Background: an optimization exercise with open tools, aiming at small area, a short achievable clock period and few clock cycles per item. Do not read the settings as production practice.
Function was checked by simulation only, so behaviour that the tests miss may differ from the original.
Power and IR drop assume default switching activity.

==> flow/design.v <==
`timescale 1ns / 1ps
module rotate_left_vector #(
    parameter N = 125
) (
    input  wire [N-1:0] d_vec,
    input  wire [3:0]   h,
    input  wire [3:0]   m,
    input  wire [3:0]   l,
    output wire [62:0]  out_vector
);
  wire [N+2:0] d = {d_vec, 3'b0};
  reg [77:0] a;
  reg [65:0] b;
  reg [62:0] o;
  integer i;
  always @* begin
    for (i = 0; i < 78; i = i + 1)
      a[77-i] = (h[0] & d[N+2-i]) | (h[1] & d[N+2-i-16]) | (h[2] & d[N+2-i-32]) |
                (h[3] & d[N+2-i-48]);
    for (i = 0; i < 66; i = i + 1)
      b[65-i] = (m[0] & a[77-i]) | (m[1] & a[73-i]) | (m[2] & a[69-i]) | (m[3] & a[65-i]);
    for (i = 0; i < 63; i = i + 1)
      o[62-i] = (l[0] & b[65-i]) | (l[1] & b[64-i]) | (l[2] & b[63-i]) | (l[3] & b[62-i]);
  end
  assign out_vector = o;
endmodule
module double_block (
    input  wire [62:0]  x,
    input  wire [3:0]   h,
    input  wire [3:0]   m,
    input  wire [3:0]   l,
    output wire [124:0] out_vector
);
  reg [124:0] s1, s2, s3;
  reg [124:0] wide;
  integer k;
  always @* begin
    wide = {x, 62'b0};
    for (k = 0; k < 125; k = k + 1) begin
      s1[124-k] = (h[0] & wide[124-k]) |
                  (h[1] & (k >= 16 ? wide[124-k+16] : 1'b0)) |
                  (h[2] & (k >= 32 ? wide[124-k+32] : 1'b0)) |
                  (h[3] & (k >= 48 ? wide[124-k+48] : 1'b0));
    end
    for (k = 0; k < 125; k = k + 1) begin
      s2[124-k] = (m[0] & s1[124-k]) |
                  (m[1] & (k >= 4 ? s1[124-k+4] : 1'b0)) |
                  (m[2] & (k >= 8 ? s1[124-k+8] : 1'b0)) |
                  (m[3] & (k >= 12 ? s1[124-k+12] : 1'b0));
    end
    for (k = 0; k < 125; k = k + 1) begin
      s3[124-k] = (l[0] & s2[124-k]) |
                  (l[1] & (k >= 1 ? s2[124-k+1] : 1'b0)) |
                  (l[2] & (k >= 2 ? s2[124-k+2] : 1'b0)) |
                  (l[3] & (k >= 3 ? s2[124-k+3] : 1'b0));
    end
  end
  assign out_vector = wide | s3;
endmodule
`timescale 1ns / 1ps
module ldpc_encoder (
    input  wire        clk,
    input  wire        rst_n,
    input  wire        start_input,
    input  wire        start_conf_input,
    input  wire [63:0] data_in,
    output wire [63:0] data_out,
    output wire        done
);
  localparam NR = 12;
  localparam NC = 24;
  localparam S_IDLE = 2'd0;
  localparam S_CONF = 2'd1;
  localparam S_ENC = 2'd2;
  reg [1:0] state;
  reg [6:0] cyc;
  reg [1:0] ph;    
  reg f_gshift, f_s1msg, f_tot, f_keep, f_first, f_msgout, f_clr;
  reg done_r;
  reg [3:0] rows;
  reg [4:0] cols;
  reg [5:0] zsz;
  reg [NR*NC*6-1:0] g;
  always @(posedge clk) begin
    if (state == S_IDLE && start_conf_input) begin
      rows <= data_in[3:0];
      cols <= data_in[12:8];
      zsz <= data_in[21:16];
    end
    if (f_gshift) g <= {data_in, g[NR*NC*6-1:64]};
  end
  reg fm_ok, fmode;
  integer fc, fj;
  always @* begin
    fm_ok = (rows >= 4'd3);
    for (fc = 1; fc <= NR - 2; fc = fc + 1)
      for (fj = fc; fj <= NR - 2; fj = fj + 1)
        if (fj + 2 <= rows)
          fm_ok = fm_ok && ((fj == fc) ? (g[(fc*NC+fj)*6+:6] == 6'd0) :
                                         (g[(fc*NC+fj)*6+:6] == 6'h3f));
  end
  always @(posedge clk) fmode <= fm_ok;
  reg [6:0] k_t0;       
  reg [6:0] e_nm;       
  reg [6:0] e_f;        
  reg [6:0] e_lc;       
  reg [6:0] e_ld;       
  reg [6:0] e_kp;       
  reg [6:0] e_mo;       
  reg [6:0] e_last;     
  reg [6:0] k_last;     
  wire [62:0] zmask = ~({63{1'b1}} >> zsz);
  reg [3:0] zh, zm, zl;   
  reg [NC-1:0] oh_r;    
  reg [NC-1:0] oh_r1;   
  reg [NR-1:0] th_r;    
  reg [NR-1:0] p_st;    
  reg [NR-1:0] p_lst;   
  wire [6:0] r7 = {3'b0, rows};
  wire [6:0] c7 = {2'b0, cols};
  wire [6:0] t0_lc = (rows == 4'd1) ? c7 + 7'd3 : c7 + r7 + r7;
  integer r;
  always @(posedge clk) begin
    if (fmode || t0_lc + r7 <= 7'd30) k_t0 <= 7'd30 - r7;
    else if (t0_lc + r7 <= 7'd53) k_t0 <= 7'd53 - r7;
    else k_t0 <= 7'd76 - r7;
    e_nm <= c7 - r7 - 7'd1;
    e_f <= c7 - r7 + 7'd1;
    e_lc <= c7 + r7 + r7 - 7'd5;
    e_ld <= k_t0 - 7'd2;
    e_kp <= k_t0 + r7 - 7'd4;
    e_mo <= k_t0 + r7 - 7'd2;
    e_last <= k_t0 + c7 - 7'd2;
    k_last <= k_t0 + c7 - 7'd1;
    zh <= 4'b1 << zsz[5:4];
    zm <= 4'b1 << zsz[3:2];
    zl <= 4'b1 << zsz[1:0];
    for (r = 0; r < NC; r = r + 1) begin
      oh_r[r] <= (rows == r);
      oh_r1[r] <= (rows == r + 1);
    end
    for (r = 0; r < NR; r = r + 1) begin
      th_r[r] <= (r < rows);
      p_st[r] <= (fmode || rows == 4'd1) ? (r == 0) : (r == 1);
      p_lst[r] <= fmode ? (rows == r + 2) : (rows == r + 1);
    end
  end
  wire [6:0] c6 = cyc;
  wire n_enc = (state == S_IDLE) ? (start_input && !start_conf_input) :
               (state == S_ENC) && (c6 != k_last);
  wire n_conf = (state == S_IDLE) ? start_conf_input : (state == S_CONF) && (cyc != 7'd28);
  wire n_s1msg = n_enc && c6 <= e_nm;
  wire n_first = n_enc && c6 == e_f;
  wire [1:0] ph_n = n_first ? 2'd0 : (ph == 2'd2) ? 2'd0 : ph + 2'd1;
  wire in_lc = n_enc && !fmode && c6 > e_f && c6 <= e_lc + 7'd1;
  wire n_cbld = in_lc && ph_n == 2'd0 && c6 <= e_lc;
  wire n_s1cb = n_enc && (c6 == e_f + 7'd1 || (in_lc && ph_n == 2'd1));
  wire n_load = n_enc && c6 >= e_ld && c6 < e_mo;
  wire n_tot = n_first || (n_enc && fmode && c6 == e_ld);
  wire n_keep = n_enc && fmode && c6 > e_ld && c6 <= e_kp;
  wire n_msgout = n_enc && c6 >= e_mo && c6 <= e_last;
  always @(posedge clk or negedge rst_n) begin
    if (!rst_n) begin
      state <= S_IDLE;
      cyc <= 7'd0;
      ph <= 2'd0;
      f_gshift <= 1'b0;
      f_s1msg <= 1'b0;
      f_tot <= 1'b0;
      f_keep <= 1'b0;
      f_first <= 1'b0;
      f_msgout <= 1'b0;
      f_clr <= 1'b0;
      done_r <= 1'b0;
    end else begin
      state <= n_conf ? S_CONF : n_enc ? S_ENC : S_IDLE;
      cyc <= (n_conf || n_enc) ? cyc + 7'd1 : 7'd0;
      ph <= ph_n;
      f_gshift <= n_conf && cyc != 7'd0;
      f_s1msg <= n_s1msg;
      f_tot <= n_tot;
      f_keep <= n_keep;
      f_first <= n_first;
      f_msgout <= n_msgout;
      f_clr <= n_enc && cyc == 7'd0;
      done_r <= n_enc && c6 > e_ld;
    end
  end
  reg [NC-1:0] gsel;    
  reg [NR-1:0] rth;     
  reg [NR-1:0] rmask;   
  reg [NR-1:0] psel;    
  always @(posedge clk) begin
    if (state == S_IDLE || !n_enc) gsel <= oh_r;
    else if (n_s1msg) gsel <= gsel << 1;
    else if (n_s1cb && c6 == e_f + 7'd1) gsel <= oh_r1;
    else if (n_s1cb) gsel <= gsel >> 1;
    if (n_s1cb && c6 == e_f + 7'd1) rth <= th_r & ~12'b1;
    else if (n_s1cb) rth <= rth & (rth >> 1);
    if (n_s1msg) rmask <= th_r;
    else if (n_s1cb && c6 == e_f + 7'd1) rmask <= th_r & ~12'b1;
    else if (n_s1cb) rmask <= rth & (rth >> 1);
    else rmask <= 12'b0;
    if (n_cbld) psel <= rth & ~(rth >> 1);    
    else if (n_enc && c6 == e_ld) psel <= p_st;
    else if (n_load) psel <= (psel & p_lst) != 12'b0 ? 12'b1 : psel << 1;
    else psel <= 12'b0;
  end
  reg [62:0] sr[0:22];
  integer i;
  always @(posedge clk) begin
    sr[0] <= f_s1msg ? data_in[63:1] : sr[22];
    for (i = 1; i < 23; i = i + 1) sr[i] <= sr[i-1];
  end
  reg [62:0] acc[0:NR-1];
  reg [62:0] acc_next[0:NR-1];
  reg [62:0] total;
  reg [62:0] accsel;
  wire [62:0] rot[0:NR-1];
  always @* begin
    total = 63'b0;
    accsel = 63'b0;
    for (r = 0; r < NR; r = r + 1) begin
      acc_next[r] = (acc[r] & {63{~f_clr}}) ^ rot[r];
      total = total ^ acc[r];
      accsel = accsel | ({63{psel[r]}} & acc[r]);
    end
  end
  reg [124:0] d_reg;
  reg [3:0] sh[0:NR-1], sm[0:NR-1], sl[0:NR-1];
  reg [62:0] out_reg;
  wire [62:0] s1_x = ((data_in[63:1] & {63{f_s1msg}}) | out_reg) & zmask;
  wire [124:0] s1_dup;
  double_block u_dbl (
      .x(s1_x),
      .h(zh),
      .m(zm),
      .l(zl),
      .out_vector(s1_dup)
  );
  reg [5:0] gcv;
  integer c;
  always @(posedge clk) begin
    d_reg <= s1_dup;
    for (r = 0; r < NR; r = r + 1) begin
      gcv = 6'd0;
      for (c = 0; c < NC; c = c + 1)
        gcv = gcv | ({6{gsel[c]}} & g[(r*NC+c)*6+:6]);
      sh[r] <= 4'b1 << gcv[5:4];
      sm[r] <= 4'b1 << gcv[3:2];
      sl[r] <= {4{rmask[r] && gcv != 6'h3f}} & (4'b1 << gcv[1:0]);
    end
  end
  genvar gr;
  generate
    for (gr = 0; gr < NR; gr = gr + 1) begin : g_row
      rotate_left_vector #(.N(125)) u_rot (
          .d_vec(d_reg),
          .h(sh[gr]),
          .m(sm[gr]),
          .l(sl[gr]),
          .out_vector(rot[gr])
      );
    end
  endgenerate
  always @(posedge clk) begin
    for (r = 1; r < NR; r = r + 1) acc[r] <= acc_next[r];
    acc[0] <= f_first ? total : acc_next[0];
  end
  wire [62:0] p_new = accsel ^ (total & {63{f_tot}}) ^ (out_reg & {63{f_keep}});
  always @(posedge clk) out_reg <= p_new | (sr[4] & {63{f_msgout}});
  assign data_out = {out_reg, 1'b0};
  assign done = done_r;
endmodule
==> flow/flow/run.sh <==
#!/bin/bash
# The standard layout (standard.sh), with these settings changed:
#  - repair_timing aims for 8.0 ns of setup slack instead of 0, so the layout
#    is optimised for speed (the clock period and constraints are unchanged);
#  - the port buffers are sky130_fd_sc_hd__buf_4 rather than the cell the
#    resizer picks by default (a delay cell);
#  - more antenna-repair passes after detailed routing.
# make's full output goes to flow.log in the work folder; ORFS keeps each
# step's log under orfs/logs.
set -euo pipefail
sed "s/CLKGATE_MAP_FILE= /CLKGATE_MAP_FILE= SETUP_SLACK_MARGIN=8.0 MAX_REPAIR_ANTENNAS_ITER_DRT=15 'BUFFER_PORTS_ARGS=-buffer_cell sky130_fd_sc_hd__buf_4' /" \
  standard.sh > standard_tuned.sh
bash standard_tuned.sh > flow.log 2>&1
==> flow/standard.sh <==
#!/bin/bash
# synth_recipe.tcl (not shown) runs the flow's synth.tcl, then flattens the netlist and writes it again
# the make line also repeats each setting of config.mk as NAME=value (left out here)
make -C /OpenROAD-flow-scripts/flow DESIGN_CONFIG=/design/flow/config.mk WORK_HOME=/design/flow/orfs CLKGATE_MAP_FILE= SYNTH_SCRIPT=/design/flow/synth_recipe.tcl "${@:-finish}"
==> flow/config.mk <==
export PLATFORM = sky130hd
export DESIGN_NAME = ldpc_encoder
export DESIGN_NICKNAME = ldpc_encoder
export VERILOG_FILES = /design/flow/design.v
export SDC_FILE = /design/flow/constraint.sdc
export NUM_CORES = 8
export LEC_CHECK = 0
export CAP_MARGIN = 30
export CORE_MARGIN = 2
export CORE_UTILIZATION = 55
export CTS_CLUSTER_DIAMETER = 60
export CTS_CLUSTER_SIZE = 30
export SLEW_MARGIN = 30
==> flow/constraint.sdc <==
create_clock -name core_clock -period 12.0 [get_ports {clk}]
set_input_delay 2.4000 -clock core_clock [delete_from_list [all_inputs] [get_ports {clk}]]
set_output_delay 2.4000 -clock core_clock [all_outputs]
set_load 0.01 [all_outputs]
==> results of run 1 <==
## how the worst min path moves through the flow
stage,from,to,cells past startpoint
floorplan,sr[9][0]$_DFF_P_,sr[10][0]$_DFF_P_,0
global placement,sr[9][34]$_DFF_P_,sr[10][34]$_DFF_P_,0
detailed placement,sr[9][31]$_DFF_P_,sr[10][31]$_DFF_P_,0
CTS,sr[3][24]$_DFF_P_,sr[4][24]$_DFF_P_,0
global route,sr[3][24]$_DFF_P_,sr[4][24]$_DFF_P_,0
finish,sr[3][24]$_DFF_P_,sr[4][24]$_DFF_P_,0
## worst max-delay path, stage by stage (launching register included)
cell       delay [ns]
dfxtp_1          0.33
buf_4            0.26
buf_4            0.36
a22o_1           0.33
o21ai_0          0.93
o2111ai_1        0.89
a22o_1           0.43
a221oi_1         0.42
xnor2_1          0.17
o21ai_0          0.08
## metal layers
metal / vias up / track usage [%] / routed length, um
li1: 74676 / - / -
met1: 96063 / 66.5 / 383000
met2: 21946 / 72.9 / 420000
met3: 7396 / 38.3 / 211000
met4: 197 / 42.6 / 118000
met5: - / 22.1 / 9440
## power by group through the flow
stage,Combinational [uW],Clock (uW),Sequential (uW)
after CTS,21300,11700,27600
after floorplan,12300,0,26500
after global placement,20900,0,27700
after global routing,23900,12200,28200
after detailed placement,21200,0,27800
final,24400,11800,28100
## per-stage QoR
stage,setup TNS (ns),cells
floorplan,-643.08,19773
global placement,0,23498
detailed placement,0,23544
CTS,0,24128
global route,0,24271
finish,0,24403
## cell families after synthesis
family / count (synthesis) / share of synthesized area (%)
AO/OA/AOI/OAI: 7262 / 27.3
XOR/XNOR: 1654 / 6.98
adder cells (fa/ha/maj): 102 / 0.633
buffers and inverters: 2220 / 4.04
flip-flops: 4475 / 51.7
multiplexers: 84 / 0.448
other: 1 / 0.00181
AND/OR/NAND/NOR: 3975 / 8.82
## final cells by class
class / instances / area [um^2] / share of cell area, %
Inverter: 153 / 588 / 0.259
Multi-Input combinational cell: 13078 / 93000 / 40.9
Clock buffer: 335 / 7920 / 3.49
Antenna cell: 229 / 573 / 0.252
Tap cell: 4994 / 6250 / 2.75
Clock inverter: 215 / 3260 / 1.43
Timing Repair Buffer: 924 / 7480 / 3.29
Sequential cell: 4475 / 108000 / 47.6
## timing repair
item,4_1_cts,5_1_grt
gates resized for setup,171,46
setup endpoints to repair,166,103
setup buffers,34,12
pin swaps,0,4
## cell usage in the layout (no fill, tap or decap), drive strengths merged, types with 36 or more instances in the layout
master | Yosys | final
a221o | 116 | 116
nor3 | 43 | 43
inv | 150 | 251
ha | 97 | 97
o21ai | 346 | 346
clkbuf | 1713 | 341
nand2 | 2295 | 2295
nand3 | 200 | 200
dfxtp | 2686 | 2686
nor2b | 747 | 747
o2111ai | 42 | 42
and2 | 36 | 36
a21oi | 233 | 233
a22oi | 3850 | 3850
a221oi | 1121 | 1121
a222oi | 123 | 123
nand4 | 232 | 232
diode | 0 | 229
xnor2 | 1505 | 1505
edfxtp | 1770 | 1770
a22o | 1236 | 1236
xor2 | 149 | 149
buf | 354 | 918
clkinv | 3 | 91
nand2b | 81 | 81
mux2 | 71 | 71
nor2 | 246 | 246
==> summary.txt, run 1 <==
CTS
  • Inserted Clock Buffers: 305
  • CTS Root Cell: clkbuf_16
  • Buffer depth of the longest clock path: 4
  • Worst skew pair latency: 1.04 ns
  • CTS tree: built
  • H-tree levels: 5
  • Clk slew on worst S/H paths: 0.11 ns
  • CTS sink cnt: 4,475
  • # hold bufs at CTS: 0

Timing
  • Final hold violation count: 0
  • Final setup fails: 0
  • Slew Limit Headroom: 5.18%
  • RSZ-0062 raised after global routing: yes
  • Slew @ Worst Pin: 1.42 ns
  • Setup Skew: 0.0993 ns
  • Max frequency: 224 MHz
  • Final max-slew violation count: 0
  • Setup ws final: 7.53 ns
  • Fin crit share: 37.2%
  • Tmin final: 4.47 ns
  • WHS: 0.292 ns

Cells and area
  • Filler Cells Inserted: 30,410
  • Top reg by flops: g
  • Post-Route Utilization: 60.4%
  • Fraction of layout cells with a size suffix above 1: 10.6%
  • Fin area: 227,000 um^2
  • Largest register FFs: 1,728
  • Layout Nets: 19,107
  • Area delta synth->final: 9.40%
  • Regs by FF count: g: 1728 flops, sr: 1449 flops, acc: 756 flops

Floorplanning
  • # IOs: 133
  • Rows: 225
  • Die W: 618 um
  • Die area: 382,000 um^2
  • Core Area: 376,000 um^2
  • Die height: 618 um
  • Initial Utilization: 55.2%

Pwr
  • Clk pwr share: 18.4%
  • Pleak: 0.0821 uW
  • Peak supply drop: 0.000558 V
  • Reg power frac: 43.7%
  • Internal power: 34,200 uW
  • Power Density: 283 nW/um^2
  • Net switching power: 30,000 uW
  • Net Sw Frac: 46.7%
  • Comb power frac: 37.9%
  • Total power draw: 64,200 uW

Setup path
  • FF-to-FF path depth: 9
  • FF-to-FF setup slack: 7.53 ns
  • CP endpoint: acc[0][34]$_DFF_P_
  • Crit path launch: d_reg[95]$_DFF_P_
  • Critical path peak fanout: 18
  • Critical Path AT: 5.29 ns
  • Worst setup SP type: flip-flop
  • Worst R2R End: acc[0][34]$_DFF_P_
  • Reg2reg start: d_reg[95]$_DFF_P_
  • Data required time of the critical path: 12.82 ns
  • Crit path kind: flip-flop to flip-flop
  • Crit. End Element: flip-flop

Synth
  • Mapped Nets: 19,943
  • Post-synth EDFFs: 1,770
  • Synth cell types: 89
  • Async SR Flop Fraction: 0.425%
  • Yosys warns: 15
  • Synthesized area per cell: 10.5 um^2
  • Top cells by area, synth: dfxtp_1, edfxtp_1, a22oi_1
  • Yosys top cell by area: dfxtp_1
  • Sequential area share after synthesis: 51.7%
  • Synth top area share: 25.9%
  • Most common cell in the synthesized netlist: a22oi_1
  • Synthesized netlist cell count: 19,773
  • Synthesized area: 208,000 um^2
  • Seq cells post-synth: 4,475
  • Most common flop cell mapped by yosys: dfxtp_1
  • Post-synth top cells: a22oi_1, dfxtp_1, nand2_1

Route
  • # DRC: 0
  • Via/cell ratio: 8.21
  • Routed WL per cell: 46.7 um
  • Via Count: 200,278
  • Initial DRC Count: 49,593
  • Detailed Route WL: 1140 mm
  • Detail Route Antenna Nets: 0
  • First drt pass iteration count: 29

Status
  • Outcome: no timing/DRC/antenna violations

Placed design
  • Setup WS pre-CTS: 6.89 ns
  • Buffers on Ports: 131
  • Dpl cell area: 214,000 um^2
  • Final GP Congestion: 1.21
  • Final HPWL DP: 778 mm

Job
  • Maxcap violations: 0

GRT
  • Grt total ovfl: 0
  • Overall Global Routing Usage: 57.7%
  • Antenna violations before repair: 157
  • Number of global-route vias before repair: 180,046
  • First-pass GRT wire length: 1530 mm
  • Largest net degree at the start of global routing: 203

Min path
  • HP Class: flip-flop to flip-flop
Testbench counts, summed over its fixed seeds: cycles 9,856, items 192.
==> run 2: changes to the inputs <==
--- a/flow/config.mk
+++ b/flow/config.mk
@@ -9,3 +9,3 @@
 export CORE_MARGIN = 2
-export CORE_UTILIZATION = 55
+export CORE_UTILIZATION = 45
 export CTS_CLUSTER_DIAMETER = 60
==> summary.txt, run 2 <==
Status
  • Outcome: no timing/DRC/antenna violations

Setup path
  • Crit path kind: flip-flop to flip-flop
  • Data required time of the critical path: 12.92 ns
  • Largest delay share family, worst path: compound AO/OA/AOI/OAI gates
  • Critical Path AT: 5.29 ns
  • Crit. End Element: flip-flop
  • Worst setup SP type: flip-flop
  • Critical path peak fanout: 25
  • Crit-path cells: buf_4 > buf_4 > a22o_1 > o21ai_0 > nand4_1 > a221oi_1 > xnor2_1 > o21ai_0
  • Critical path's slowest cell: a221oi_1
  • CP peak stage delay: 1.04 ns
  • Buf/Inv on CP: 2

Timing
  • RSZ-0062 raised after global routing: yes
  • Max frequency: 229 MHz
  • Fin crit share: 36.3%
  • Setup ws final: 7.64 ns
  • Setup Skew: 0.0988 ns
  • Final hold violation count: 0
  • Final max-slew violation count: 0
  • Tmin final: 4.36 ns
  • Slew @ Worst Pin: 1.36 ns
  • Setup tns final: 0 ns
  • Final setup fails: 0
  • Slew Limit Headroom: 9.04%

Pwr
  • Power Density: 270 nW/um^2
  • Clk pwr share: 20.5%
  • Net switching power: 27,500 uW
  • Comb power frac: 34.1%
  • Net Sw Frac: 44.3%
  • Pleak: 0.0830 uW
  • Internal power: 34,700 uW
  • Peak supply drop: 0.000183 V
  • Reg power frac: 45.4%

Synth
  • Sequential area share after synthesis: 51.7%
  • Yosys top cell by area: dfxtp_1
  • Async SR Flop Fraction: 0.425%
  • Synthesized area: 208,000 um^2
  • Seq cells post-synth: 4,475
  • Synthesized area per cell: 10.5 um^2
  • Post-synth top cells: a22oi_1, dfxtp_1, nand2_1
  • Synth top area share: 25.9%
  • Synth cell types: 89
  • Post-synth EDFFs: 1,770
  • Mapped Nets: 19,943
  • Most common flop cell mapped by yosys: dfxtp_1
  • Synthesized netlist cell count: 19,773
  • Yosys warns: 15
  • Most common cell in the synthesized netlist: a22oi_1
  • Top cells by area, synth: dfxtp_1, edfxtp_1, a22oi_1

GRT
  • Overall Global Routing Usage: 46.1%
  • Number of global-route vias before repair: 173,358
  • First-pass GRT wire length: 1500 mm
  • Grt total ovfl: 0
  • Largest net degree at the start of global routing: 192
  • Antenna violations before repair: 152

Cells and area
  • Largest register FFs: 1,728
  • Top reg by flops: g
  • Most common cell after layout, fill and taps aside: a22oi_1
  • Layout Nets: 19,213
  • Filler Cells Inserted: 41,368
  • Fin area: 231,000 um^2
  • Most frequent cells in the layout: a22oi_1, dfxtp_1, nand2_1
  • Area delta synth->final: 11.1%
  • Fin cells: 25,711
  • Regs by FF count: g: 1728 flops, sr: 1449 flops, acc: 756 flops
  • Fraction of layout cells with a size suffix above 1: 11.4%

Placed design
  • Final GP Congestion: 1.15
  • Final HPWL DP: 777 mm
  • Placed cells: 24,743
  • Buffers on Ports: 131
  • Dpl cell area: 216,000 um^2
  • Setup WS pre-CTS: 6.70 ns

Floorplanning
  • Core Area: 460,000 um^2
  • Initial Utilization: 45.2%
  • Die height: 683 um
  • Rows: 249
  • # IOs: 133
  • Die W: 683 um
  • Die area: 467,000 um^2

Route
  • Via Count: 193,693
  • # DRC: 0
  • Routed WL per cell: 43.9 um
  • Detailed Route WL: 1130 mm
  • Initial DRC Count: 42,405
  • Via/cell ratio: 7.53
  • First drt pass iteration count: 28
  • Detail Route Antenna Nets: 0

CTS
  • H-tree levels: 5
  • Inserted Clock Buffers: 343
  • CTS sink cnt: 4,475
  • CTS tree: built
  • Clk slew on worst S/H paths: 0.10 ns
  • Buffer depth of the longest clock path: 4
  • Worst skew pair latency: 1.07 ns
  • CTS Root Cell: clkbuf_16

Min path
  • HP Class: flip-flop to flip-flop

Job
  • Maxcap violations: 0
[run 2: cell counts after synthesis]
No cell type changed its count.
[run 2: cell type report]
cell class | count | area, um^2 | area share, %
well taps | 6149 | 7690 | 3.34
repair buffers | 992 | 8110 | 3.52
multi-input cells | 13078 | 93000 | 40.3
flip-flops and latches | 4475 | 108000 | 46.9
clock inverters | 253 | 3510 | 1.52
inverters | 153 | 598 | 0.259
clock buffers | 376 | 8990 | 3.90
diodes | 235 | 588 | 0.255
[run 2: what timing repair did]
item                                   in CTS  in global routing
resized for setup                         225                 41
setup buffers                              62                 15
endpoints found under the hold margin       0                  0
pin swaps                                   0                  3
setup endpoints to repair                 155                255
hold buffers                                0                  0
[run 2: routing by layer]
layer | wire [um] | up-vias | GRT usage, %
met3 | 195000 | 5707 | 27.7
met5 | 8820 | - | 13.9
li1 | - | 74935 | -
met2 | 421000 | 18523 | 59.6
met4 | 108000 | 147 | 33.1
met1 | 397000 | 94381 | 54.3
[run 2: cell families after synthesis]
kind of cell	share of synthesized area [%]
AO/OA/AOI/OAI	27.3
flip-flops	51.7
AND/OR/NAND/NOR	8.82
buffers and inverters	4.04
XOR/XNOR	6.98
adder cells (fa/ha/maj)	0.633
multiplexers	0.448
other	0.00181
[run 2: stage by stage]
step | total power, uW | utilization (%) | hold slack, ns
floorplan | 38800 | - | 0.310
global placement | 47500 | 46.8 | 0.310
detailed placement | 47700 | 46.9 | 0.312
CTS | 60300 | 49.9 | 0.308
global route | 63200 | 50.1 | 0.297
finish | 62200 | 50.2 | 0.318
[run 2: power by group through the flow]
stage | sequential (uW) | clock, uW | combinational, uW
final | 28300 | 12700 | 21200
after global routing | 28500 | 13300 | 21400
after CTS | 27900 | 12800 | 19600
after detailed placement | 28200 | 0 | 19500
after global placement | 28100 | 0 | 19400
after floorplan | 26500 | 0 | 12300
[run 2: final timing paths]
kind                                     from  depth (start not counted)                 end  slack, ns
hold / removal             sr[19][31]$_DFF_P_                          0  sr[20][31]$_DFF_P_       0.32
setup / recovery            d_reg[67]$_DFF_P_                          8  acc[0][38]$_DFF_P_       7.64
max in group asynchronous               rst_n                          1  f_gshift$_DFF_PN0_      10.42
hold reg to reg            sr[19][31]$_DFF_P_                          0  sr[20][31]$_DFF_P_       0.32
min in group asynchronous               rst_n                          1   f_first$_DFF_PN0_       1.27
setup reg to reg            d_reg[67]$_DFF_P_                          8  acc[0][38]$_DFF_P_       7.64
==> run 3: changes to the inputs <==
--- a/flow/design.v
+++ b/flow/design.v
@@ -121,7 +121,12 @@
   wire [6:0] t0_lc = (rows == 4'd1) ? c7 + 7'd3 : c7 + r7 + r7;
+  reg fit30, fit53;
+  reg [6:0] k30, k53, k76;
   integer r;
   always @(posedge clk) begin
-    if (fmode || t0_lc + r7 <= 7'd30) k_t0 <= 7'd30 - r7;
-    else if (t0_lc + r7 <= 7'd53) k_t0 <= 7'd53 - r7;
-    else k_t0 <= 7'd76 - r7;
+    fit30 <= t0_lc + r7 <= 7'd30;
+    fit53 <= t0_lc + r7 <= 7'd53;
+    k30 <= 7'd30 - r7;
+    k53 <= 7'd53 - r7;
+    k76 <= 7'd76 - r7;
+    k_t0 <= (fmode || fit30) ? k30 : fit53 ? k53 : k76;
     e_nm <= c7 - r7 - 7'd1;
@@ -158,3 +163,3 @@
   wire n_load = n_enc && c6 >= e_ld && c6 < e_mo;
-  wire n_tot = n_first || (n_enc && fmode && c6 == e_ld);
+  wire n_tot = n_enc && fmode && c6 == e_ld;
   wire n_keep = n_enc && fmode && c6 > e_ld && c6 <= e_kp;
@@ -228,6 +233,9 @@
   end
+  reg [62:0] cb;
+  always @(posedge clk) cb <= (total & {63{f_first}}) | accsel;
   reg [124:0] d_reg;
   reg [3:0] sh[0:NR-1], sm[0:NR-1], sl[0:NR-1];
-  reg [62:0] out_reg;
-  wire [62:0] s1_x = ((data_in[63:1] & {63{f_s1msg}}) | out_reg) & zmask;
+  reg [62:0] zm_msg;
+  always @(posedge clk) zm_msg <= zmask & {63{n_s1msg}};
+  wire [62:0] s1_x = (data_in[63:1] & zm_msg) | (cb & zmask);
   wire [124:0] s1_dup;
@@ -269,2 +277,3 @@
   end
+  reg [62:0] out_reg;
   wire [62:0] p_new = accsel ^ (total & {63{f_tot}}) ^ (out_reg & {63{f_keep}});
--- a/flow/config.mk
+++ b/flow/config.mk
@@ -9,3 +9,3 @@
 export CORE_MARGIN = 2
-export CORE_UTILIZATION = 45
+export CORE_UTILIZATION = 55
 export CTS_CLUSTER_DIAMETER = 60
==> summary.txt, run 3 <==
Floorplanning
  • Die height: 625 um
  • Rows: 227
  • # IOs: 133
  • Core Area: 383,000 um^2
  • Die area: 390,000 um^2
  • Die W: 625 um
  • Initial Utilization: 55.4%

Timing
  • Final setup fails: 0
  • RSZ-0062 raised after global routing: yes
  • Final max-slew violation count: 0
  • Slew @ Worst Pin: 1.30 ns
  • Slew Limit Headroom: 12.5%
  • Final hold violation count: 0
  • Fin crit share: 33.5%
  • WHS: 0.298 ns
  • Setup Skew: 0.0906 ns
  • Max frequency: 249 MHz
  • Tmin final: 4.02 ns

Cells and area
  • Top reg by flops: g
  • Most common cell after layout, fill and taps aside: a22oi_1
  • Sequential cell area: 111,000 um^2
  • Layout Nets: 19,378
  • Area delta synth->final: 8.50%
  • Footprint of the multi-input gates: 93,600 um^2
  • Filler Cells Inserted: 31,738
  • Fin area: 230,000 um^2
  • Most frequent cells in the layout: a22oi_1, dfxtp_1, nand2_1
  • Regs by FF count: g: 1728 flops, sr: 1449 flops, acc: 756 flops
  • Fraction of layout cells with a size suffix above 1: 9.10%
  • Largest register FFs: 1,728
  • Post-Route Utilization: 60.1%

CTS
  • CTS tree: built
  • Buffer depth of the longest clock path: 4
  • Inserted Clock Buffers: 360
  • Worst skew pair latency: 1.06 ns
  • # hold bufs at CTS: 0
  • CTS sink cnt: 4,619
  • CTS Root Cell: clkbuf_16
  • Clk slew on worst S/H paths: 0.09 ns
  • H-tree levels: 5

Synth
  • Seq cells post-synth: 4,619
  • Mapped Nets: 20,439
  • Top cells by area, synth: dfxtp_1, edfxtp_1, a22oi_1
  • Synthesized area per cell: 10.5 um^2
  • Synth top area share: 26.7%
  • Yosys top cell by area: dfxtp_1
  • Async SR Flop Fraction: 0.411%
  • Synthesized area: 212,000 um^2
  • Most common flop cell mapped by yosys: dfxtp_1
  • Most common cell in the synthesized netlist: a22oi_1
  • Synthesized netlist cell count: 20,270
  • Post-synth top cells: a22oi_1, dfxtp_1, nand2_1
  • Sequential area share after synthesis: 52.0%
  • Post-synth EDFFs: 1,770
  • Synth cell types: 86
  • Yosys warns: 15

Placed design
  • Buffers on Ports: 131
  • Final GP Congestion: 1.05
  • Dpl cell area: 216,000 um^2
  • Final HPWL DP: 686 mm

Setup path
  • Crit. End Element: output port
  • Critical Path AT: 1.62 ns
  • Data required time of the critical path: 9.60 ns
  • Crit path kind: flip-flop to output port
  • Buf/Inv on CP: 1
  • Critical path peak fanout: 2
  • Largest delay share family, worst path: flip-flops
  • Crit-path cells: buf_6
  • CP peak stage delay: 0.44 ns
  • Worst setup SP type: flip-flop
  • Critical path's slowest cell: dfxtp_4

Status
  • Outcome: no timing/DRC/antenna violations

GRT
  • First-pass GRT wire length: 1340 mm
  • Overall Global Routing Usage: 48.1%
  • Largest net degree at the start of global routing: 182
  • Number of global-route vias before repair: 173,034
  • Grt total ovfl: 0
  • Antenna violations before repair: 42

Pwr
  • Power Density: 289 nW/um^2
  • Pleak: 0.0837 uW
  • Peak supply drop: 0.000270 V

Route
  • # DRC: 0
  • Via/cell ratio: 7.61
  • Detail Route Antenna Nets: 0
  • Detailed Route WL: 979 mm
  • First drt pass iteration count: 14
  • Initial DRC Count: 41,361
  • Via Count: 187,117
  • Routed WL per cell: 39.8 um

Min path
  • HP Class: flip-flop to flip-flop

Job
  • Maxcap violations: 0
## run 3: cell count changes after synthesis, moves of 59 or more
cell      previous run  this run
nand2_1           2295      2417
a221oi_1          1121       910
a22oi_1           3850      4266
a22o_1            1236      1073
xnor2_1           1505      1564
nand4_1            232       309
dfxtp_1           2686      2830
nor2_1             244       305
## run 3: report_power, final
part	internal, uW	switching, uW
Sequential	23000	5980
Clock	6350	6780
Combinational	6470	18000
## run 3: per-layer routing
| metal | vias to the layer above | GRT usage (%) | wire length, um |
|---|---|---|---|
| met2 | 17071 | 63.9 | 375000 |
| met3 | 3634 | 24.8 | 180000 |
| met1 | 90839 | 63.8 | 364000 |
| li1 | 75533 | - | - |
| met4 | 40 | 22.5 | 58900 |
| met5 | - | 0.766 | 748 |
## run 3: area by class of cell
class | count | area share (%)
sequential | 4619 | 48.2
multi-input combinational | 13412 | 40.7
clock buffer | 395 | 4.08
tap | 5038 | 2.74
timing repair buffer | 658 | 2.42
clock inverter | 263 | 1.54
inverter | 158 | 0.258
antenna | 44 | 0.0479
## run 3: worst paths after layout
kind                                     startpoint            endpoint  slack, ns  cells after the start
max in group asynchronous                     rst_n  f_gshift$_DFF_PN0_      10.40                      1
worst max register to register     zsz[5]$_DFFE_PP_   d_reg[74]$_DFF_P_       8.13                     11
worst max-delay path            out_reg[37]$_DFF_P_        data_out[38]       7.98                      1
worst min register to register   sr[19][50]$_DFF_P_  sr[20][50]$_DFF_P_       0.30                      0
worst min-delay path             sr[19][50]$_DFF_P_  sr[20][50]$_DFF_P_       0.30                      0
min in group asynchronous                     rst_n   f_first$_DFF_PN0_       1.30                      1
## run 3: timing repair
action,4_1_cts,5_1_grt
pin swaps,1,6
gates resized for setup,122,17
gates cloned,1,1
setup buffers,11,3
endpoints found under the setup margin,109,58
## run 3: cell families (layout without fill, tap and decap cells)
logic type,after synthesis,after routing,share of synthesized area (%)
AOI/OAI and AO/OA,7310,7310,26.8
xor gates and xnor gates,1657,1657,6.85
adders and majority gates,101,101,0.614
buffers and inverters,2240,1474,3.99
DFF,4619,4619,52.0
muxes,103,103,0.528
other,1,45,0.00177
and+or+nand+nor,4239,4240,9.21
## run 3: per-stage QoR
stage / setup WS [ns] / total power, uW / cells / setup TNS [ns]
after global placement: 6.31 / 50400 / 23848 / 0
after CTS: 7.96 / 63700 / 24525 / 0
final: 7.98 / 66600 / 24587 / 0
after global routing: 7.98 / 67400 / 24552 / 0
after detailed placement: 6.34 / 50700 / 23855 / 0
after floorplan: -0.372 / 39900 / 20270 / -643.08
Testbench counts of run 3, summed over its fixed seeds: cycles 9,856, items 192.
==> run 4: changes to the inputs <==
--- a/flow/design.v
+++ b/flow/design.v
@@ -120,3 +120,3 @@
   wire [6:0] c7 = {2'b0, cols};
-  wire [6:0] t0_lc = (rows == 4'd1) ? c7 + 7'd3 : c7 + r7 + r7;
+  wire [6:0] t0_lc = (rows == 4'd1) ? c7 + 7'd3 : c7 + r7 + r7 - 7'd1;
   reg fit30, fit53;
@@ -125,7 +125,7 @@
   always @(posedge clk) begin
-    fit30 <= t0_lc + r7 <= 7'd30;
-    fit53 <= t0_lc + r7 <= 7'd53;
-    k30 <= 7'd30 - r7;
-    k53 <= 7'd53 - r7;
-    k76 <= 7'd76 - r7;
+    fit30 <= t0_lc + r7 <= 7'd29;
+    fit53 <= t0_lc + r7 <= 7'd52;
+    k30 <= 7'd29 - r7;
+    k53 <= 7'd52 - r7;
+    k76 <= 7'd75 - r7;
     k_t0 <= (fmode || fit30) ? k30 : fit53 ? k53 : k76;
@@ -133,3 +133,3 @@
     e_f <= c7 - r7 + 7'd1;
-    e_lc <= c7 + r7 + r7 - 7'd5;
+    e_lc <= c7 + r7 + r7 - 7'd6;
     e_ld <= k_t0 - 7'd2;
@@ -160,4 +160,4 @@
   wire in_lc = n_enc && !fmode && c6 > e_f && c6 <= e_lc + 7'd1;
-  wire n_cbld = in_lc && ph_n == 2'd0 && c6 <= e_lc;
-  wire n_s1cb = n_enc && (c6 == e_f + 7'd1 || (in_lc && ph_n == 2'd1));
+  wire n_cbld = in_lc && ph_n == 2'd2 && c6 <= e_lc;
+  wire n_s1cb = in_lc && ph_n == 2'd0;
   wire n_load = n_enc && c6 >= e_ld && c6 < e_mo;
@@ -200,8 +200,8 @@
     else if (n_s1msg) gsel <= gsel << 1;
-    else if (n_s1cb && c6 == e_f + 7'd1) gsel <= oh_r1;
+    else if (n_first) gsel <= oh_r1;
     else if (n_s1cb) gsel <= gsel >> 1;
-    if (n_s1cb && c6 == e_f + 7'd1) rth <= th_r & ~12'b1;
+    if (n_first) rth <= th_r & ~12'b1;
     else if (n_s1cb) rth <= rth & (rth >> 1);
     if (n_s1msg) rmask <= th_r;
-    else if (n_s1cb && c6 == e_f + 7'd1) rmask <= th_r & ~12'b1;
+    else if (n_first) rmask <= th_r & ~12'b1;
     else if (n_s1cb) rmask <= rth & (rth >> 1);
@@ -234,8 +234,11 @@
   reg [62:0] cb;
-  always @(posedge clk) cb <= (total & {63{f_first}}) | accsel;
+  always @(posedge clk) cb <= accsel;
   reg [124:0] d_reg;
   reg [3:0] sh[0:NR-1], sm[0:NR-1], sl[0:NR-1];
-  reg [62:0] zm_msg;
-  always @(posedge clk) zm_msg <= zmask & {63{n_s1msg}};
-  wire [62:0] s1_x = (data_in[63:1] & zm_msg) | (cb & zmask);
+  reg [62:0] zm_msg, zm_tot;
+  always @(posedge clk) begin
+    zm_msg <= zmask & {63{n_s1msg}};
+    zm_tot <= zmask & {63{n_first}};
+  end
+  wire [62:0] s1_x = (data_in[63:1] & zm_msg) | (total & zm_tot) | (cb & zmask);
   wire [124:0] s1_dup;
@@ -279,3 +282,3 @@
   wire [62:0] p_new = accsel ^ (total & {63{f_tot}}) ^ (out_reg & {63{f_keep}});
-  always @(posedge clk) out_reg <= p_new | (sr[4] & {63{f_msgout}});
+  always @(posedge clk) out_reg <= p_new | (sr[3] & {63{f_msgout}});
   assign data_out = {out_reg, 1'b0};
==> summary.txt, run 4 <==
Timing
  • RSZ-0062 raised after global routing: yes
  • Final max-slew violation count: 0
  • Fin crit share: 35.4%
  • Slew Limit Headroom: 9.61%
  • Final setup fails: 0
  • Slew @ Worst Pin: 1.36 ns
  • Setup Skew: 0.0758 ns
  • Final hold violation count: 0
  • Max frequency: 235 MHz
  • Tmin final: 4.25 ns
  • Setup ws final: 7.75 ns
  • Setup tns final: 0 ns

Cells and area
  • Most common cell after layout, fill and taps aside: a22oi_1
  • Area delta synth->final: 9.55%
  • Fraction of layout cells with a size suffix above 1: 10.1%
  • Layout Nets: 19,534
  • Top reg by flops: g
  • Most frequent cells in the layout: a22oi_1, dfxtp_1, nand2_1
  • Largest register FFs: 1,728
  • Filler Cells Inserted: 32,233
  • Fin cells: 25,015
  • Regs by FF count: g: 1728 flops, sr: 1449 flops, acc: 756 flops
  • Fin area: 234,000 um^2
  • Post-Route Utilization: 60.4%

Synth
  • Sequential area share after synthesis: 52.1%
  • Post-synth EDFFs: 1,770
  • Synthesized area: 214,000 um^2
  • Most common cell in the synthesized netlist: a22oi_1
  • Most common flop cell mapped by yosys: dfxtp_1
  • Mapped Nets: 20,420
  • Synthesized netlist cell count: 20,243
  • Post-synth top cells: a22oi_1, dfxtp_1, nand2_1
  • Synth top area share: 27.1%
  • Seq cells post-synth: 4,680
  • Yosys top cell by area: dfxtp_1
  • Synth cell types: 88
  • Async SR Flop Fraction: 0.406%
  • Synthesized area per cell: 10.6 um^2
  • Yosys warns: 15
  • Top cells by area, synth: dfxtp_1, edfxtp_1, a22oi_1

GRT
  • Antenna violations before repair: 89
  • Grt total ovfl: 0
  • Overall Global Routing Usage: 50.3%
  • Number of global-route vias before repair: 172,495
  • Largest net degree at the start of global routing: 193
  • First-pass GRT wire length: 1390 mm

CTS
  • CTS tree: built
  • Buffer depth of the longest clock path: 4
  • # hold bufs at CTS: 0
  • Worst skew pair latency: 1.04 ns
  • Clk slew on worst S/H paths: 0.10 ns
  • CTS sink cnt: 4,680
  • CTS Root Cell: clkbuf_16
  • H-tree levels: 5
  • Inserted Clock Buffers: 362

Route
  • Routed WL per cell: 41.3 um
  • Via Count: 192,610
  • # DRC: 0
  • Detail Route Antenna Nets: 0
  • Detailed Route WL: 1030 mm
  • Via/cell ratio: 7.70
  • Initial DRC Count: 42,078
  • First drt pass iteration count: 16

Placed design
  • Final HPWL DP: 720 mm
  • Placed cells: 24,112
  • Dpl cell area: 219,000 um^2
  • Final GP Congestion: 1.09
  • Setup WS pre-CTS: 6.45 ns
  • Buffers on Ports: 131

Min path
  • HP Class: flip-flop to flip-flop
  • Hold Startpoint: sr[1][20]$_DFF_P_
  • Hold Crit Depth: 0
  • Worst Hold End: sr[2][20]$_DFF_P_

Floorplanning
  • Die W: 628 um
  • Initial Utilization: 55.1%
  • Die area: 394,000 um^2
  • Rows: 229
  • Core Area: 388,000 um^2
  • # IOs: 133
  • Die height: 628 um

Pwr
  • Comb power frac: 40.6%
  • Power Density: 305 nW/um^2
  • Reg power frac: 40.4%
  • Clk pwr share: 19.0%
  • Peak supply drop: 0.000378 V
  • Net switching power: 34,200 uW
  • Net Sw Frac: 47.9%
  • Internal power: 37,200 uW
  • Pleak: 0.0864 uW

Setup path
  • Critical path peak fanout: 18
  • Worst R2R End: acc[5][34]$_DFF_P_
  • Crit. End Element: flip-flop
  • Data required time of the critical path: 12.88 ns
  • FF-to-FF setup slack: 7.75 ns
  • Reg2reg start: d_reg[71]$_DFF_P_
  • Crit path kind: flip-flop to flip-flop
  • FF-to-FF path depth: 9
  • Worst setup SP type: flip-flop
  • Critical Path AT: 5.13 ns

Status
  • Outcome: no timing/DRC/antenna violations

Job
  • Maxcap violations: 0
## run 4: cell types whose count changed after synthesis, sizes merged, moves of 75 or more
cell    change
a221oi    +208
o21ai     -190
xnor2     -189
a22oi     -154
nand2     -150
a21oi     +103
clkbuf     +99
buf        -98
nand4      -75
## run 4: kinds of logic after synthesis
logic type / after synthesis / synth area share (%)
flops: 4680 / 52.1
simple gates: 4165 / 9.01
xor+xnor: 1551 / 6.77
mux: 93 / 0.479
buf+inv: 2250 / 3.95
other cells: 1 / 0.00175
compound gates: 7394 / 27.0
fa+ha+maj: 109 / 0.655
## run 4: worst max-delay path: stages, from the launching register on
cell	delay, ns
dfxtp_2	0.65
buf_4	0.46
a22oi_1	0.21
nand2_1	0.38
a22oi_1	0.93
nand2_1	0.39
a22o_1	0.33
a221oi_1	0.30
buf_4	0.33
xnor2_1	0.11
## run 4: repair_timing
action / 4_1_cts / 5_1_grt
setup endpoints to repair: 172 / 541
cloned: 0 / 1
buffers inserted: 20 / 17
hold endpoints to repair: 0 / 0
resized for setup: 90 / 69
pin swaps: 17 / 20
## run 4: stage by stage
stage / hold WS (ns) / total power (uW)
2_1_floorplan: 0.310 / 40800
3_3_place_gp: 0.310 / 54400
3_5_place_dp: 0.312 / 54700
4_1_cts: 0.313 / 68100
5_1_grt: 0.317 / 71800
6_report: 0.310 / 71400
## run 4: worst max path at each step
stage                     cells after the start                start  slack (ns)            endpoint
after floorplan                               0   f_gshift$_DFF_PN0_       -0.37      g[0]$_DFFE_PP_
final                                         9    d_reg[71]$_DFF_P_        7.75  acc[5][34]$_DFF_P_
after CTS                                     1  out_reg[11]$_DFF_P_        7.96        data_out[12]
after global routing                         10   acc[6][56]$_DFF_P_        7.96   d_reg[75]$_DFF_P_
after detailed placement                      8          data_in[35]        6.45   d_reg[45]$_DFF_P_
after global placement                        8          data_in[35]        6.48   d_reg[45]$_DFF_P_
## run 4: area by class of cell
cell class	count	area [um^2]	share of cell area, %
sequential	4680	112000	47.8
tap	5197	6500	2.77
inverter	167	644	0.275
antenna	157	393	0.168
timing repair buffer	832	6680	2.85
timing repair inverter	1	7.51	0.00320
clock buffer	392	9470	4.04
clock inverter	276	3950	1.69
multi-input combinational	13313	94700	40.4
## run 4: routing by layer
metal,vias to the layer above,global-route usage [%],routed length [um]
li1,76347,-,-
met3,4619,30.1,193000
met4,79,30.7,82900
met2,18108,65.4,390000
met1,93457,61.9,363000
met5,-,8.06,3430
## run 4: power by group through the flow
stage / clock network (uW) / logic, uW / registers (uW)
after floorplan: 0 / 13800 / 27100
after CTS: 13500 / 26100 / 28400
after detailed placement: 0 / 26000 / 28800
final: 13500 / 29000 / 28900
after global placement: 0 / 25700 / 28700
after global routing: 14100 / 28600 / 29000
Testbench counts of run 4, summed over its fixed seeds: cycles 9,664, items 192.

[port drivers added, routing unchanged]
The results above use ideal ports. As a check the final layouts listed here were re-extracted and re-timed, cells and wires unchanged. Step 1: set_driving_cell puts a clkbuf_16 on clk and a buf_2 on each other input, an assumption about the parent block. Step 2 also shifts input and output timing later by t, the mid clock arrival at the registers, as if the neighbouring blocks saw the same clock. Three values: no drivers, after step 1, after step 2; two values: the first two.
run | t (ns) | setup WS [ns] | worst register clock-pin slew, ns | worst slew at a driven data input, ns | cell pins on the clock port's net
run 1 | 1.123 | 7.534 / 7.534 / 6.968 | 0.12 / 0.12 | 0.11 | 1
run 2 | 1.160 | 7.638 / 7.638 / 6.994 | 0.11 / 0.11 | 0.09 | 1
run 3 | 1.142 | 7.979 / 7.849 / 6.974 | 0.11 / 0.11 | 0.10 | 1
run 4 | 1.132 | 7.748 / 7.748 / 6.935 | 0.11 / 0.11 | 0.07 | 1
After both steps every run listed still meets setup and hold. The setup slack of run 3, which loses most, moves by -0.130 ns with the drivers and by -1.005 ns with both steps.
